This is an optimization exercise on Yosys and OpenROAD, whose aim is small area and a short achievable clock period, not a production implementation.
At most, simulation tests tie the RTL to the original design; equivalence was not proved.
Power is estimated from default activity; no workload was simulated.

==> flow/design.v (excerpt) <==
module packet_identifier #(
    parameter GEN1_PIPEWIDTH = 8,
    parameter GEN2_PIPEWIDTH = 16,
    parameter GEN3_PIPEWIDTH = 32,
    parameter GEN4_PIPEWIDTH = 8,
    parameter GEN5_PIPEWIDTH = 8
)(
    input  [511:0] data_in,
    input  [63:0]  DK,
    input          valid_pd,
    input  [2:0]   gen,
    input          linkup,
    input          clk,
    input          rst,
    input  [4:0]   numberOfDetectedLanes,
    input  [127:0] syncHeader,
    output [511:0] data_out,
    output [63:0]  pl_valid,
    output [63:0]  pl_dlpstart,
    output [63:0]  pl_dlpend,
    output [63:0]  pl_tlpstart,
    output [63:0]  pl_tlpedb,
    output [63:0]  pl_tlpend,
    output         w
);
For scale: roughly 7500 cells after synthesis, about 1600 I/O pins, about 42000 µm² of cells after synthesis.
clock: 500.0 ns
lec_check: 0
abc_area: 1
cap_margin: 20
cell_pad_in_sites_detail_placement: 2
cell_pad_in_sites_global_placement: 2
core_area: 4 4 1046 156
die_area: 0 0 1050 160
place_density: 0.4
slew_margin: 20
run.sh (not shown) runs the stock make flow with config.mk's settings and CLKGATE_MAP_FILE= SYNTH_SCRIPT=/design/flow/synth_recipe.tcl, a recipe that flattens the netlist after the stock synthesis.
Change:
ABC_AREA = not set   (was 1)
CORE_AREA = not set   (was 4 4 1046 156)
CORE_MARGIN = 2   (was not set)
CORE_UTILIZATION = 25   (was not set)
DIE_AREA = not set   (was 0 0 1050 160)
Outcome: With this change the flow failed in 3_2_place_iop; synthesized cell count decreases by 10%; synthesized area went up by 3.4%.
No functional check of the RTL was part of any run of this note.

========
packet_identifier, a different RTL version from the one above (not shown whole).
For scale: about 4,800 cells after synthesis, about 27,000 sq um of cells after synthesis.
==> flow/config.mk <==
export PLATFORM = sky130hd
export DESIGN_NAME = packet_identifier
export DESIGN_NICKNAME = packet_identifier
export VERILOG_FILES = /design/flow/design.v
export SDC_FILE = /design/flow/constraint.sdc
export NUM_CORES = 4
export LEC_CHECK = 0
export ABC_AREA = 1
export CAP_MARGIN = 20
export CELL_PAD_IN_SITES_DETAIL_PLACEMENT = 2
export CELL_PAD_IN_SITES_GLOBAL_PLACEMENT = 2
export CORE_AREA = 4 4 1196 96
export DIE_AREA = 0 0 1200 100
export PLACE_DENSITY = 0.4
export SLEW_MARGIN = 20
export TNS_END_PERCENT = 0
==> flow/constraint.sdc <==
create_clock -name core_clock -period 500.0 [get_ports {clk}]
set_input_delay 100.0000 -clock core_clock [delete_from_list [all_inputs] [get_ports {clk}]]
set_output_delay 100.0000 -clock core_clock [all_outputs]
set_load 0.01 [all_outputs]
standard.sh (not shown) runs the stock make flow with config.mk's settings and CLKGATE_MAP_FILE= SYNTH_SCRIPT=/design/flow/synth_recipe.tcl, a recipe that flattens the netlist after the stock synthesis.
==> flow/flow/run.sh <==
#!/bin/bash
# Own layout flow: the standard flow (standard.sh) with
#  - the standard flow's synthesis script, but an area-oriented ABC mapping script (flow/area.abc),
#    no full-adder extraction and no buffers on pass-through wires;
#  - sky130_fd_sc_hd__buf_1 as the buffer on every input and output port.
# Each tool's output goes to the ORFS logs under orfs/logs; make's output to flow_make.log.
set -euo pipefail
W=$(pwd)
# the ORFS synthesis script, with the ABC arguments re-pointed at our script
sed -e 's|^source \$::env(SCRIPTS_DIR)/synth_preamble.tcl$|&\nset abc_args [list -script '"$W"'/flow/area.abc {*}$lib_args {*}$lib_dont_use_args]|' \
    "$FLOW_HOME/scripts/synth.tcl" > "$W/synth_own_orfs.tcl"
grep -q "flow/area.abc" "$W/synth_own_orfs.tcl"
# The standard flow's synthesis wrapper, sourcing the patched script
sed -e "s|source \$::env(SCRIPTS_DIR)/synth.tcl|source $W/synth_own_orfs.tcl|" \
    "$W/synth_recipe.tcl" > "$W/synth_own.tcl"
grep -q "synth_own_orfs.tcl" "$W/synth_own.tcl"
bash "$W/standard.sh" \
    SYNTH_SCRIPT="$W/synth_own.tcl" \
    SYNTH_INSBUF=0 \
    SETUP_SLACK_MARGIN=238 \
    ADDER_MAP_FILE= \
    "BUFFER_PORTS_ARGS=-buffer_cell sky130_fd_sc_hd__buf_1" \
    finish > "$W/flow_make.log" 2>&1
test -s "$W/out/final.def"
==> flow/flow/area.abc <==
strash
&get -n
&st
&syn2
&dch -f
&nf -R 1000
&put
Then changed:
- CORE_AREA: 4 4 1196 96 -> 4 4 1116 116
- DIE_AREA: 0 0 1200 100 -> 0 0 1120 120
Result:
- cell area rose by 0.64%
- wire length fell by 6.9%
- worst setup slack improved by 1300 ps
- non-clock buffer count climbs by 10
- area after synthesis stays the same
Then changed:
--- a/flow/flow/run.sh
+++ b/flow/flow/run.sh
@@ -5 +5,3 @@
-#  - sky130_fd_sc_hd__buf_1 as the buffer on every input and output port.
+#  - sky130_fd_sc_hd__buf_1 as the buffer on every input and output port;
+#  - timing repair aiming at 238 ns of setup slack (SETUP_SLACK_MARGIN), which
+#    shortens the input-to-output paths through the byte chain.
==> flow/flow/area.abc (replaced) <==
strash
&get -n
&st
&dch -f
&nf -R 1000 -a
&put
&get -n
&st
&dch -f
&nf -R 1000 -a
&put
- CELL_PAD_IN_SITES_DETAIL_PLACEMENT: 2 -> 0
- CELL_PAD_IN_SITES_GLOBAL_PLACEMENT: 2 -> 0
What happened:
- wire length rose by 6.9%
- maximum frequency is about the same
- synthesized cell count falls by 4.4%
- total power rose by 18%
- via count rises by 1.2%
- global-route usage grows by 1.5 points
- design area went down by 2.5%
- first-iteration DRC count increases by 120%
- clock-buffer cell count is unchanged
- combinational power is higher by 19%
Then changed:
--- a/flow/flow/run.sh
+++ b/flow/flow/run.sh
@@ -6 +6 @@
-#  - timing repair aiming at 238 ns of setup slack (SETUP_SLACK_MARGIN), which
+#  - timing repair aiming at 250 ns of setup slack (SETUP_SLACK_MARGIN), which
@@ -22 +22 @@
-    SETUP_SLACK_MARGIN=238 \
+    SETUP_SLACK_MARGIN=250 \
- CELL_PAD_IN_SITES_DETAIL_PLACEMENT: 0 -> 2
- CELL_PAD_IN_SITES_GLOBAL_PLACEMENT: 0 -> 2
The new run completed without violations.
Power increases by about a fifth.
Sequential cell count is unchanged.
Register-to-register slack improved by 9000 ps.
Sequential share of layout area is about the same.
Clock-buffer cell count does not change.
Then changed:
--- a/flow/flow/run.sh
+++ b/flow/flow/run.sh
@@ -6 +6 @@
-#  - timing repair aiming at 250 ns of setup slack (SETUP_SLACK_MARGIN), which
+#  - timing repair aiming at 238 ns of setup slack (SETUP_SLACK_MARGIN), which
@@ -22 +22 @@
-    SETUP_SLACK_MARGIN=250 \
+    SETUP_SLACK_MARGIN=238 \
Result:
- setup slack loses 9500 ps
- critical path depth came out lower by 1
- final area drops by 9.3%
- utilization drops by 3.0 points
- die area does not change
- clock power hardly moves
- sequential share of layout area is about the same
- synthesized area is unchanged
- non-clock buffer count came out lower by 157
Then changed:
--- a/flow/flow/run.sh
+++ b/flow/flow/run.sh
@@ -5,3 +5 @@
-#  - sky130_fd_sc_hd__buf_1 as the buffer on every input and output port;
-#  - timing repair aiming at 238 ns of setup slack (SETUP_SLACK_MARGIN), which
-#    shortens the input-to-output paths through the byte chain.
+#  - sky130_fd_sc_hd__buf_1 as the buffer on every input and output port.
@@ -22 +20 @@
-    SETUP_SLACK_MARGIN=238 \
+    SETUP_SLACK_MARGIN=246 \
==> flow/flow/area.abc (replaced) <==
strash
&get -n
&st
&syn2
&dch -f
&nf -R 1000
&put
Effect:
- The changed run passed the timing, DRC and antenna checks
- cell area goes up by 4.8%
- non-clock buffer count goes up by 28
- wire length goes up by 2.6%
- die area is unchanged
- via count goes up by 3.5%
- cell count goes up by 3.0%

[what the ideal ports hide]
No port has a modelled driver above. Below, the same layouts with a new extraction and two added sets of constraints.
Step 1 assumes that a clkbuf_16 drives the clock port and a buf_2 every other input.
Step 2 moves the port delays by t, midway between the first and last clock arrival at a register: inputs arrive t later, outputs are due t later. That takes back most of the time a late clock gives input paths.
a / b / c = ideal ports / drivers / drivers and shift; a / b = the first two.
run | t, ns | slack for setup (ns) | worst setup path after step 2 | clock arrival spread, ns | pins driven straight from the clock port
the first run of note 1 | 0.289 | 157.184 / 157.133 / 157.133 | input to output | 0.003 / 0.003 | 1
the first run of note 2 | 0.274 | 242.150 / 242.095 / 242.095 | input to output | 0.002 / 0.002 | 1
the second run of note 2 | 0.285 | 243.454 / 243.430 / 243.430 | input to output | 0.003 / 0.003 | 1
the third run of note 2 | 0.297 | 242.810 / 242.781 / 242.781 | input to output | 0.003 / 0.003 | 1
the fourth run of note 2 | 0.280 | 252.965 / 252.938 / 252.938 | input to output | 0.004 / 0.004 | 1
the fifth run of note 2 | 0.279 | 243.431 / 243.403 / 243.403 | input to output | 0.005 / 0.005 | 1
the sixth run of note 2 | 0.284 | 250.257 / 250.221 / 250.221 | input to output | 0.001 / 0.001 | 1
After both steps every run listed still meets setup and hold. The setup slack of the first run of note 2, which loses most, moves by -0.055 ns with the drivers and by -0.055 ns with both steps.
